What follows belongs to an exercise in optimizing a design on an open flow for small area and a short achievable clock period; a production flow would make more cautious choices. At most, simulation tests tie the RTL to the original design; equivalence was not proved. Power and IR drop assume default switching activity.

==> inputs of build 36 <==
Design mini_cnn, start of the top module:
module mini_cnn (
    input         clk,
    input         reset,
    input  [7:0]  pxl_in,
    input  [7:0]  k00, k01, k02,
    input  [7:0]  k10, k11, k12,
    input  [7:0]  k20, k21, k22,
    input  [15:0] w0, w1, w2, w3,
    input  [15:0] bias,
    output [15:0] pool_out,
    output [15:0] fc_out,
    output reg    out_valid
);
Settings: LEC_CHECK=0, CAP_MARGIN=50, CORE_MARGIN=2, CORE_UTILIZATION=65, CTS_BUF_LIST=sky130_fd_sc_hd__clkbuf_8 sky130_fd_sc_hd__clkbuf_16, CTS_CLUSTER_DIAMETER=60, CTS_CLUSTER_SIZE=30, SLEW_MARGIN=70, SYNTH_HIERARCHICAL=1, SYNTH_MINIMUM_KEEP_SIZE=0; clock period 13.0 ns.
standard.sh (not shown) runs the stock make flow with config.mk's settings and CLKGATE_MAP_FILE= SYNTH_SCRIPT=/design/flow/synth_recipe.tcl, a recipe that flattens the netlist after the stock synthesis.
==> flow/flow/run.sh <==
#!/bin/bash
# Standard ORFS layout, except that the port buffers are the smallest buffer
# (buf_1) instead of the resizer's default choice.
set -uo pipefail
bash standard.sh synth > synth.log 2>&1 || exit 1
bash standard.sh "BUFFER_PORTS_ARGS=-buffer_cell sky130_fd_sc_hd__buf_1" finish > layout.log 2>&1 || exit 1
==> inputs of trial 79, as changes to build 36 <==
--- a/flow/design.v
+++ b/flow/design.v
@@ -345,17 +345,17 @@
     csa_fa u_cb5 (pp0_3_3, pp0_4_2, pp0_5_1, cb5, cb6);
     wire cb7, cb8;
     csa_han u_cb7 (pp0_6_0, pp1_0_6, cb7, cb8);
     wire cb9, cb10;
     csa_fa u_cb9 (pp0_0_7, pp0_1_6, pp0_2_5, cb9, cb10);
     wire cb11, cb12;
-    csa_fa u_cb11 (pp0_3_4, pp0_4_3, pp0_5_2, cb11, cb12);
+    csa_ffa u_cb11 (pp0_3_4, pp0_4_3, pp0_5_2, cb11, cb12);
     wire cb13, cb14;
-    csa_fa u_cb13 (pp0_6_1, pp0_7_0, pp1_0_7, cb13, cb14);
+    csa_ffa u_cb13 (pp0_6_1, pp0_7_0, pp1_0_7, cb13, cb14);
     wire cb15, cb16;
-    csa_fa u_cb15 (pp1_1_6, pp1_2_5, pp1_3_4, cb15, cb16);
+    csa_ffa u_cb15 (pp1_1_6, pp1_2_5, pp1_3_4, cb15, cb16);
     wire cb17, cb18;
     csa_fa u_cb17 (pp1_4_3, pp1_5_2, pp1_6_1, cb17, cb18);
     wire cb19, cb20;
     csa_fa u_cb19 (pp0_1_7, pp0_2_6, pp0_3_5, cb19, cb20);
     wire cb21, cb22;
     csa_fa u_cb21 (pp0_4_4, pp0_5_3, pp0_6_2, cb21, cb22);
@@ -419,15 +419,15 @@
     csa_fa u_cb79 (pp2_1_7, pp2_2_6, pp2_3_5, cb79, cb80);
     wire cb81, cb82;
     csa_fa u_cb81 (pp2_4_4, pp2_5_3, pp2_6_2, cb81, cb82);
     wire cb83, cb84;
     csa_fa u_cb83 (pp2_7_1, as8, ac8, cb83, cb84);
     wire cb85, cb86;
-    csa_fa u_cb85 (cb27, cb10, cb12, cb85, cb86);
+    csa_ffa u_cb85 (cb27, cb10, cb12, cb85, cb86);
     wire cb87, cb88;
-    csa_fa u_cb87 (cb14, cb16, cb18, cb87, cb88);
+    csa_ffa u_cb87 (cb14, cb16, cb18, cb87, cb88);
     wire cb89, cb90;
     csa_fa u_cb89 (cb19, cb21, cb23, cb89, cb90);
     wire cb91, cb92;
     csa_fa u_cb91 (pp1_5_4, pp1_6_3, pp1_7_2, cb91, cb92);
     wire cb93, cb94;
     csa_fa u_cb93 (pp2_2_7, pp2_3_6, pp2_4_5, cb93, cb94);
@@ -497,13 +497,13 @@
     csa_fa u_cb157 (cb56, cb58, cb60, cb157, cb158);
     wire cb159, cb160;
     csa_fa u_cb159 (cb62, cb64, cb67, cb159, cb160);
     wire cb161, cb162;
     csa_fa u_cb161 (cb69, cb71, cb17, cb161, cb162);
     wire cb163, cb164;
-    csa_fa u_cb163 (cb73, cb66, cb75, cb163, cb164);
+    csa_ffa u_cb163 (cb73, cb66, cb75, cb163, cb164);
     wire cb165, cb166;
     csa_fa u_cb165 (cb68, cb70, cb72, cb165, cb166);
     wire cb167, cb168;
     csa_fa u_cb167 (cb79, cb81, cb83, cb167, cb168);
     wire cb169, cb170;
     csa_ffa u_cb169 (cb25, cb74, cb85, cb169, cb170);
@@ -513,21 +513,21 @@
     csa_fa u_cb173 (cb80, cb82, cb84, cb173, cb174);
     wire cb175, cb176;
     csa_fa u_cb175 (cb91, cb93, cb95, cb175, cb176);
     wire cb177, cb178;
     csa_fa u_cb177 (cb33, cb97, cb86, cb177, cb178);
     wire cb179, cb180;
-    csa_fa u_cb179 (cb88, cb99, cb90, cb179, cb180);
+    csa_ffa u_cb179 (cb88, cb99, cb90, cb179, cb180);
     wire cb181, cb182;
     csa_fa u_cb181 (cb34, cb92, cb94, cb181, cb182);
     wire cb183, cb184;
     csa_fa u_cb183 (cb96, cb103, cb105, cb183, cb184);
     wire cb185, cb186;
     csa_fa u_cb185 (cb107, cb109, cb111, cb185, cb186);
     wire cb187, cb188;
-    csa_fa u_cb187 (cb98, cb100, cb113, cb187, cb188);
+    csa_ffa u_cb187 (cb98, cb100, cb113, cb187, cb188);
     wire cb189, cb190;
     csa_fa u_cb189 (as11, ac11, cb36, cb189, cb190);
     wire cb191, cb192;
     csa_fa u_cb191 (cb104, cb106, cb108, cb191, cb192);
     wire cb193, cb194;
     csa_fa u_cb193 (cb110, cb112, cb115, cb193, cb194);
@@ -569,15 +569,15 @@
     csa_fa u_cb229 (cb141, cb51, cb140, cb229, cb230);
     wire cb231, cb232;
     csa_ffa u_cb231 (cb143, cb145, cb147, cb231, cb232);
     wire cb233, cb234;
     csa_fa u_cb233 (cb142, cb65, cb144, cb233, cb234);
     wire cb235, cb236;
-    csa_fa u_cb235 (cb146, cb149, cb151, cb235, cb236);
+    csa_ffa u_cb235 (cb146, cb149, cb151, cb235, cb236);
     wire cb237, cb238;
-    csa_fa u_cb237 (cb148, cb153, cb155, cb237, cb238);
+    csa_ffa u_cb237 (cb148, cb153, cb155, cb237, cb238);
     wire cb239, cb240;
     csa_fa u_cb239 (cb150, cb157, cb159, cb239, cb240);
     wire cb241, cb242;
     csa_fa u_cb241 (cb152, cb154, cb156, cb241, cb242);
     wire cb243, cb244;
     csa_ffa u_cb243 (cb161, cb77, cb163, cb243, cb244);
@@ -605,13 +605,13 @@
     csa_fa u_cb265 (cb191, cb193, cb184, cb265, cb266);
     wire cb267, cb268;
     csa_ffa u_cb267 (cb186, cb195, cb188, cb267, cb268);
     wire cb269, cb270;
     csa_fa u_cb269 (cb197, cb199, cb123, cb269, cb270);
     wire cb271, cb272;
-    csa_fa u_cb271 (cb201, cb190, cb192, cb271, cb272);
+    csa_ffa u_cb271 (cb201, cb190, cb192, cb271, cb272);
     wire cb273, cb274;
     csa_fa u_cb273 (cb203, cb194, cb196, cb273, cb274);
     wire cb275, cb276;
     csa_fa u_cb275 (as13, ac13, cb124, cb275, cb276);
     wire cb277, cb278;
     csa_fa u_cb277 (cb198, cb200, cb205, cb277, cb278);
@@ -649,19 +649,19 @@
     csa_fa u_cb309 (cb235, cb232, cb237, cb309, cb310);
     wire cb311, cb312;
     csa_ffa u_cb311 (cb234, cb236, cb239, cb311, cb312);
     wire cb313, cb314;
     csa_fa u_cb313 (cb241, cb238, cb243, cb313, cb314);
     wire cb315, cb316;
-    csa_fa u_cb315 (cb240, cb242, cb245, cb315, cb316);
+    csa_ffa u_cb315 (cb240, cb242, cb245, cb315, cb316);
     wire cb317, cb318;
     csa_fa u_cb317 (cb247, cb244, cb249, cb317, cb318);
     wire cb319, cb320;
-    csa_fa u_cb319 (cb246, cb251, cb248, cb319, cb320);
+    csa_ffa u_cb319 (cb246, cb251, cb248, cb319, cb320);
     wire cb321, cb322;
-    csa_fa u_cb321 (cb253, cb250, cb255, cb321, cb322);
+    csa_ffa u_cb321 (cb253, cb250, cb255, cb321, cb322);
     wire cb323, cb324;
     csa_ffa u_cb323 (cb252, cb257, cb259, cb323, cb324);
     wire cb325, cb326;
     csa_fa u_cb325 (cb254, cb256, cb261, cb325, cb326);
     wire cb327, cb328;
     csa_ffa u_cb327 (cb263, cb258, cb265, cb327, cb328);
@@ -691,13 +691,13 @@
     csa_fa u_cb351 (cb292, cb295, cb294, cb351, cb352);
     wire cb353, cb354;
     csa_fa u_cb353 (cb296, cb299, cb298, cb353, cb354);
     wire cb355, cb356;
     csa_fa u_cb355 (cb300, cb303, cb302, cb355, cb356);
     wire cb357, cb358;
-    csa_fa u_cb357 (cb304, cb307, cb306, cb357, cb358);
+    csa_ffa u_cb357 (cb304, cb307, cb306, cb357, cb358);
     wire cb359, cb360;
     csa_ffa u_cb359 (cb308, cb311, cb310, cb359, cb360);
     wire cb361, cb362;
     csa_ffa u_cb361 (cb312, cb315, cb314, cb361, cb362);
     wire cb363, cb364;
     csa_ffa u_cb363 (cb316, cb319, cb318, cb363, cb364);
@@ -705,15 +705,15 @@
     csa_ffa u_cb365 (cb320, cb323, cb322, cb365, cb366);
     wire cb367, cb368;
     csa_ffa u_cb367 (cb327, cb324, cb329, cb367, cb368);
     wire cb369, cb370;
     csa_ffa u_cb369 (cb331, cb328, cb333, cb369, cb370);
     wire cb371, cb372;
-    csa_fa u_cb371 (cb335, cb332, cb337, cb371, cb372);
+    csa_ffa u_cb371 (cb335, cb332, cb337, cb371, cb372);
     wire cb373, cb374;
-    csa_fa u_cb373 (cb339, cb336, cb341, cb373, cb374);
+    csa_ffa u_cb373 (cb339, cb336, cb341, cb373, cb374);
     wire cb375, cb376;
     csa_fa u_cb375 (cb343, cb284, cb340, cb375, cb376);
     wire cb377, cb378;
     csa_han u_cb377 (ac0, cb345, cb377, cb378);
     wire cb379, cb380;
     csa_fa u_cb379 (cb346, cb209, cb347, cb379, cb380);
@@ -739,13 +739,13 @@
     csa_ffa u_cb399 (cb326, cb367, cb366, cb399, cb400);
     wire cb401, cb402;
     csa_ffa u_cb401 (cb330, cb369, cb368, cb401, cb402);
     wire cb403, cb404;
     csa_ffa u_cb403 (cb334, cb371, cb370, cb403, cb404);
     wire cb405, cb406;
-    csa_fa u_cb405 (cb338, cb373, cb372, cb405, cb406);
+    csa_ffa u_cb405 (cb338, cb373, cb372, cb405, cb406);
     wire cb407, cb408;
     csa_fa u_cb407 (cb375, cb342, cb374, cb407, cb408);
     wire [15:0] nb_s = {cb407, cb405, cb403, cb401, cb399, cb397, cb395, cb393, cb391, cb389, cb387, cb385, cb383, cb381, cb379, cb377};
     wire [15:0] nb_c = {cb406, cb404, cb402, cb400, cb398, cb396, cb394, cb392, cb390, cb388, cb386, cb384, cb382, cb380, cb378, cb285};
     always @(posedge clk) begin
         nacc_s <= nb_s;
@@ -811,12 +811,13 @@
     end
     wire m_first = (ph == 5'd14) | (ph == 5'd1);
     wire m_en = (ph == 5'd14) | (ph == 5'd17) | (ph == 5'd20) | (ph == 5'd23) | (ph == 5'd1) | (ph == 5'd4) | (ph == 5'd7) | (ph == 5'd10);
     reg [15:0] bias_r;
     reg [15:0] acc_fc;
     reg [14:0] m;
+    wire m_take = m_first | (m_en & (dsh[14:0] > m));    
     wire [15:0] fbase = {grp_first1 ? bias_r[15:8] : acc_fc[15:8], grp_first0 ? bias_r[7:0] : acc_fc[7:0]};
     wire fb0 = ~fbase[0];
     wire fb1 = ~fbase[1];
     wire fb2 = ~fbase[2];
     wire fb3 = ~fbase[3];
     wire fb4 = ~fbase[4];
@@ -1013,11 +1014,11 @@
     wire cf109, cf110;
     csa_ffa u_cf109 (cf51, cf78, cf79, cf109, cf110);
     wire [15:0] nf = ~({cf109, cf107, cf105, cf103, cf101, cf99, cf97, cf95, cf93, cf91, cf89, cf87, cf85, cf83, cf81, fp0_0} + {cf108, cf106, cf104, cf102, cf100, cf98, cf96, cf94, cf92, cf90, cf88, cf86, cf84, cf82, fb1, fb0} + 16'd1);
     always @(posedge clk) begin
         bias_r <= bias;
         acc_fc <= nf;
-        if (m_first | (m_en & (dsh[14:0] > m))) m <= dsh[14:0];
+        m <= ({15{m_take}} & dsh[14:0]) | ({15{~m_take}} & m);
     end
     assign pool_out = {1'b0, m};
     assign fc_out = acc_fc;
 endmodule
==> qor summary <==
                                                                  trial 79       build 36
Worst IR drop on VDD                                              0.160 mV       0.183 mV
Total routed wirelength                                           42600 um       43300 um
Effective utilization at floorplan                                   0.660          0.658
Worst Hold Path EP                                                sr[2][5]      sr[20][6]
Detailed-placement wirelength estimate                            33100 um       33100 um
Number of filler instances in the final layout                        1970           1891
Source of the worst hold timing path                              sr[1][5]      sr[19][6]
Worst slack at placement                                           9230 ps        9270 ps
Area enclosed by the die boundary                             0.0286 sq mm   0.0285 sq mm
Antenna violations before repair                                         2              3
R2R cell count                                                           7              9
Total clock network power                                           875 uW         919 uW
Fraction of layout instances using a drive strength above 1          0.121          0.122
Combinational logic power                                          3.32 mW        3.28 mW
Post-synthesis instance area                                  0.0177 sq mm   0.0176 sq mm
Relative area change from synthesis to final layout                  11.7%          12.4%
Share of power burned in the clock network                           0.158          0.166
Placed cell count                                                     2139           2102
Area taken by flip-flops and latches                         0.00661 sq mm  0.00661 sq mm
Final Instance Area                                           0.0198 sq mm   0.0198 sq mm
Outcome                                           timing/DRC/antenna clean  timing/DRC/antenna clean
Clk_buf instances                                                       26             27
Max stage delay on crit path                                        420 ps         450 ps
The RTL of build 36 was laid out without a check of its function.

-- what the ideal ports hide --
How much do the figures lean on ideal ports? The routed layouts below were timed once more, with nothing changed but the port constraints.
Step 1: set_driving_cell puts a clkbuf_16 on clk and a buf_2 on each other input, an assumption about the parent block.
Step 2 also shifts input and output timing later by t, the mid clock arrival at the registers, as if the neighbouring blocks saw the same clock.
Three values: ideal, step 1, step 2; two values: the first two.
| run | t (ns) | setup WS [ns] | worst hold slack (ns) | worst setup path after step 2 | worst data-port slew with drivers (ns) |
|---|---|---|---|---|---|
| build 36 | 0.614 | 9.226 / 9.174 / 9.247 | 0.314 / 0.314 / 0.314 | register to register | 0.10 |
| trial 79 | 0.603 | 9.262 / 9.212 / 9.230 | 0.314 / 0.314 / 0.314 | input to register | 0.09 |
After both steps setup and hold are still met in every run listed. The setup slack of trial 79, which loses most, moves by -0.050 ns with the drivers and by -0.032 ns with both steps.
